This design comes from an exercise in tuning for small area on the open sky130 flow, not from production work.
Power and IR drop assume default switching activity.

== rev 12 ==
==> flow/design.v <==
module HRALM4(
    input  [15:0] x,
    input  [15:0] y,
    input         clk,
    input         rst,
    output reg [31:0] p
    );
    wire one = ~rst & (x[13] ^ x[14]);
    wire two = ~rst & ~(x[13] ^ x[14]) & (x[15] ^ x[14]);
    wire sf  = x[15] & (one | two);
    wire [16:0] mag = ({17{one}} & {y[15], y}) | ({17{two}} & {y, 1'b0});
    wire [16:0] pp1 = mag ^ {17{sf}};
    wire [15:0] ax = {3'b0, x[12:0] ^ {13{x[13]}}};
    wire zx8 = ~|ax[15:8];
    wire [15:0] bx = zx8 ? {ax[7:0], 8'd0} : ax;
    wire zx4 = ~|bx[15:12];
    wire [15:0] cx = zx4 ? {bx[11:0], 4'd0} : bx;
    wire zx2 = ~|cx[15:14];
    wire [15:0] dx = zx2 ? {cx[13:0], 2'd0} : cx;
    wire zx1 = ~dx[15];
    wire [2:0] fx = zx1 ? dx[13:11] : dx[14:12];
    wire [3:0] kx = ~{zx8, zx4, zx2, zx1};
    wire nzx = dx[15] | dx[14];
    wire [15:0] ay = {1'b0, y[14:0] ^ {15{y[15]}}};
    wire zy8 = ~|ay[15:8];
    wire [15:0] by = zy8 ? {ay[7:0], 8'd0} : ay;
    wire zy4 = ~|by[15:12];
    wire [15:0] cy = zy4 ? {by[11:0], 4'd0} : by;
    wire zy2 = ~|cy[15:14];
    wire [15:0] dy = zy2 ? {cy[13:0], 2'd0} : cy;
    wire zy1 = ~dy[15];
    wire [2:0] fy = zy1 ? dy[13:11] : dy[14:12];
    wire [3:0] ky = ~{zy8, zy4, zy2, zy1};
    wire nzy = dy[15] | dy[14];
    wire [7:0] L;
    wire [7:0] lc;
    assign L[0]  = ~(fx[0] ^ fy[0]);
    assign lc[1] = fx[0] | fy[0];
    wire [6:1] la = {kx, fx[2:1]};
    wire [6:1] lb = {ky, fy[2:1]};
    genvar i;
    for (i = 1; i < 7; i = i + 1) begin : g_la
        FA la_fa(.a(la[i]), .b(lb[i]), .c(lc[i]), .s(L[i]), .co(lc[i+1]));
    end
    assign L[7] = lc[7];
    wire [3:0]  t  = L[6:3];
    wire [3:0]  w0 = {1'b1, L[2:0]};
    wire [4:0]  u1 = t[0] ? {w0, 1'b0} : {1'b0, w0};
    wire [6:0]  u2 = t[1] ? {u1, 2'b0} : {2'b0, u1};
    wire [10:0] u3 = t[2] ? {u2, 4'b0} : {4'b0, u2};
    wire [18:0] u4 = t[3] ? {u3, 8'b0} : {8'b0, u3};
    wire [15:0] v  = u4[18:3];
    wire nz   = ~rst & nzx & nzy;
    wire s    = x[13] ^ y[15];
    wire h0   = nz & s;
    wire h1lo = nz & (s ^ ~L[7]);
    wire h1hi = nz & (s ^ L[7]);
    wire [29:0] pp0;
    for (i = 0; i < 16; i = i + 1) begin : g_lo
        assign pp0[i] = v[i] ? h1lo : h0;
    end
    for (i = 0; i < 12; i = i + 1) begin : g_hi
        assign pp0[16+i] = v[i] ? h1hi : h0;
    end
    assign pp0[29:28] = {h0, h0};
    wire [17:0] ha = {pp0[29], pp0[29], pp0[29:14]};
    wire [17:0] hb = {pp1[16], pp1};
    wire [17:0] hi;
    wire [18:0] hc;
    assign hc[0] = sf;
    for (i = 0; i < 17; i = i + 1) begin : g_ha
        FA ha_fa(.a(ha[i]), .b(hb[i]), .c(hc[i]), .s(hi[i]), .co(hc[i+1]));
    end
    assign hi[17] = ha[17] ^ hb[17] ^ hc[17];
    always @(posedge clk)
        p <= {hi, pp0[13:0]};
endmodule
module FA(
    input  a,
    input  b,
    input  c,
    output s,
    output co
    );
    assign s  = a ^ b ^ c;
    assign co = (a & b) | (c & (a ^ b));
endmodule
export LEC_CHECK = 0
export CAP_MARGIN = 20
export CORE_MARGIN = 2
export CORE_UTILIZATION = 40
export GPL_TIMING_DRIVEN = 0
export PLACE_DENSITY_LB_ADDON = 0.2
export SLEW_MARGIN = 20
create_clock -name core_clock -period 12.0 [get_ports {clk}]
standard.sh (not shown) runs the stock make flow with config.mk's settings and CLKGATE_MAP_FILE= SYNTH_SCRIPT=/design/flow/synth_recipe.tcl, a recipe that flattens the netlist after the stock synthesis.
==> flow/flow/run.sh <==
#!/bin/bash
# Own layout flow: the standard ORFS flow, with
#  - synthesis as synth_recipe.tcl, but module FA kept apart and mapped onto
#    the library's full-adder cell, and ABC mapping with an area-oriented
#    script (flow/area.abc) instead of the ORFS one, without adder extraction;
#  - port buffers of the smallest buffer cell.
# Each make run writes its output to a log file of its own here; ORFS keeps
# each tool's log under orfs/logs.
set -euo pipefail
W=$PWD
export MY_WORK=$W
export MY_ABC_SCRIPT=$W/flow/area.abc
export MY_FA_MAP=$W/flow/fa_map.v
ARGS=("SYNTH_SCRIPT=$W/flow/synth.tcl" "ADDER_MAP_FILE=" "SYNTH_KEEP_MODULES=FA"
      "BUFFER_PORTS_ARGS=-buffer_cell sky130_fd_sc_hd__buf_1")
bash standard.sh "${ARGS[@]}" synth > $W/log_synth.txt 2>&1
bash standard.sh "${ARGS[@]}" finish > $W/log_layout.txt 2>&1
==> flow/flow/area.abc <==
strash; &get -n; &deepsyn -T 30; &put; &get -n; &dch -f; &nf -R 1000; &put
==> flow/flow/fa_map.v <==
(* techmap_celltype = "FA" *)
module _map_FA(input a, input b, input c, output s, output co);
  sky130_fd_sc_hd__fa_1 _TECHMAP_REPLACE_ (.A(a), .B(b), .CIN(c), .SUM(s), .COUT(co));
endmodule
==> flow/flow/synth.tcl <==
# synth_recipe.tcl, except that ABC maps with an area-oriented script and
# without the ORFS delay constraints (-D, -constr), and that instances of
# module FA become the library's full-adder cell before ABC runs.
proc abc {args} {
  set out {}
  set i 0
  while {$i < [llength $args]} {
    set a [lindex $args $i]
    if {$a in {-script -constr -D}} { incr i 2; continue }
    lappend out $a
    incr i
  }
  yosys techmap -map $::env(MY_FA_MAP)
  yosys delete FA
  yosys abc -script $::env(MY_ABC_SCRIPT) {*}$out
}
source $::env(MY_WORK)/synth_recipe.tcl
From the logs: rev 12 reached the end of the flow and failed the layout checks with setup timing.
The inputs of rev 13 differ from those of rev 12 as listed below.
==> flow/design.v <==
module HRALM4(
    input  [15:0] x,
    input  [15:0] y,
    input         clk,
    input         rst,
    output [31:0] p
    );
    wire [15:0] ax = {3'b0, x[12:0] ^ {13{x[13]}}};
    wire zx8 = ~|ax[15:8];
    wire [15:0] bx = zx8 ? {ax[7:0], 8'd0} : ax;
    wire zx4 = ~|bx[15:12];
    wire [15:0] cx = zx4 ? {bx[11:0], 4'd0} : bx;
    wire zx2 = ~|cx[15:14];
    wire [15:0] dx = zx2 ? {cx[13:0], 2'd0} : cx;
    wire zx1 = ~dx[15];
    wire [2:0] fx = zx1 ? dx[13:11] : dx[14:12];
    wire [3:0] kx = ~{zx8, zx4, zx2, zx1};
    wire nzx = dx[15] | dx[14];
    wire [15:0] ay = {1'b0, y[14:0] ^ {15{y[15]}}};
    wire zy8 = ~|ay[15:8];
    wire [15:0] by = zy8 ? {ay[7:0], 8'd0} : ay;
    wire zy4 = ~|by[15:12];
    wire [15:0] cy = zy4 ? {by[11:0], 4'd0} : by;
    wire zy2 = ~|cy[15:14];
    wire [15:0] dy = zy2 ? {cy[13:0], 2'd0} : cy;
    wire zy1 = ~dy[15];
    wire [2:0] fy = zy1 ? dy[13:11] : dy[14:12];
    wire [3:0] ky = ~{zy8, zy4, zy2, zy1};
    wire nzy = dy[15] | dy[14];
    wire [7:0] lc;
    wire [7:0] ls;
    assign ls[0] = ~(fx[0] ^ fy[0]);
    assign lc[1] = fx[0] | fy[0];
    wire [6:1] la = {kx, fx[2:1]};
    wire [6:1] lb = {ky, fy[2:1]};
    genvar i;
    for (i = 1; i < 7; i = i + 1) begin : g_la
        FA la_fa(.a(la[i]), .b(lb[i]), .c(lc[i]), .s(ls[i]), .co(lc[i+1]));
    end
    assign ls[7] = lc[7];
    wire xo = x[13] ^ x[14];
    reg  [15:0] ry;
    reg         one, two, sf;
    reg  [7:0]  L;
    reg         s, nz;
    always @(posedge clk) begin
        ry  <= y;
        one <= ~rst & xo;
        two <= ~rst & ~xo & (x[15] ^ x[14]);
        sf  <= ~rst & x[15] & (xo | x[14] ^ x[15]);
        L   <= ls;
        s   <= x[13] ^ y[15];
        nz  <= ~rst & nzx & nzy;
    end
    wire [16:0] mag = ({17{one}} & {ry[15], ry}) | ({17{two}} & {ry, 1'b0});
    wire [16:0] pp1 = mag ^ {17{sf}};
    wire [3:0]  t  = L[6:3];
    wire [3:0]  w0 = {1'b1, L[2:0]};
    wire [4:0]  u1 = t[0] ? {w0, 1'b0} : {1'b0, w0};
    wire [6:0]  u2 = t[1] ? {u1, 2'b0} : {2'b0, u1};
    wire [10:0] u3 = t[2] ? {u2, 4'b0} : {4'b0, u2};
    wire [18:0] u4 = t[3] ? {u3, 8'b0} : {8'b0, u3};
    wire [15:0] v  = u4[18:3];
    wire h0   = nz & s;
    wire h1lo = nz & (s ^ ~L[7]);
    wire h1hi = nz & (s ^ L[7]);
    wire [29:0] pp0;
    for (i = 0; i < 16; i = i + 1) begin : g_lo
        assign pp0[i] = v[i] ? h1lo : h0;
    end
    for (i = 0; i < 12; i = i + 1) begin : g_hi
        assign pp0[16+i] = v[i] ? h1hi : h0;
    end
    assign pp0[29:28] = {h0, h0};
    wire [17:0] ha = {pp0[29], pp0[29], pp0[29:14]};
    wire [17:0] hb = {pp1[16], pp1};
    wire [17:0] hi;
    wire [17:0] hc;
    assign hc[0] = sf;
    for (i = 0; i < 17; i = i + 1) begin : g_ha
        FA ha_fa(.a(ha[i]), .b(hb[i]), .c(hc[i]), .s(hi[i]), .co(hc[i+1]));
    end
    assign hi[17] = ha[17] ^ hb[17] ^ hc[17];
    assign p = {hi, pp0[13:0]};
endmodule
module FA(
    input  a,
    input  b,
    input  c,
    output s,
    output co
    );
    assign s  = a ^ b ^ c;
    assign co = (a & b) | (c & (a ^ b));
endmodule
Findings:
Rev 13 went all the way through synthesis, placement and routing and the layout is clean on timing, DRC and antenna.
[flow] rev 12 | stages: complete | final checks: fail | reason: setup timing
Compare rev 13 and rev 12 | arrival time at the worst endpoint higher: rev 12
In rev 13, final instance count without filler cells is lower than in rev 12.
Comparing non-clock buffer total of the final layout for rev 13 and rev 12, the smaller number came from rev 13.
Post-detailed-routing wire length delta (rev 13 − rev 12): favourable
Layout sequential cell count was higher in rev 12 than in rev 13.
Measured against each other, rev 13 and rev 12 differ in placement-stage cell area, the higher figure coming from rev 12.
Changes observed in rev 13 relative to rev 12: layout inverter count without the clock tree moved up; utilization of the core after routing moved down; required time at the worst-slack endpoint moved down; critical path depth in cells moved down; die footprint moved down.
In rev 13 the area after synthesis turned out about 4.6% lower than in rev 12.
| combinational cell fraction of total power | lower: rev 13 |
No run of this note included a check of the RTL's function; only the layout flow was run.

==> port drivers added, routing unchanged <==
The results above use ideal ports. As a check the final layouts listed here were re-extracted and re-timed, cells and wires unchanged.
Step 1 sets driving cells, clkbuf_16 on the clock port and buf_2 on the other inputs (assumed; they add their load-dependent delay and slew).
Step 2 adds t to the input delays and takes it off the output delays; t is the mean of the earliest and latest rising clock arrival at the registers after step 1. Input paths then give back, and output paths get back, about the clock's delay inside the block.
Three values: ideal ports, drivers, drivers and shift; two values: the first two.
| run | t (ns) | setup WS [ns] | worst setup path at the end | pins driven straight from the clock port |
|---|---|---|---|---|
| rev 12 | 0.306 | -1.490 / -1.561 / -1.867 | input to register | 1 |
| rev 13 | 0.295 | 0.939 / 0.914 / 1.209 | register to output | 1 |
The setup slack of rev 12, which loses most, moves by -0.071 ns with the drivers and by -0.377 ns with both steps.
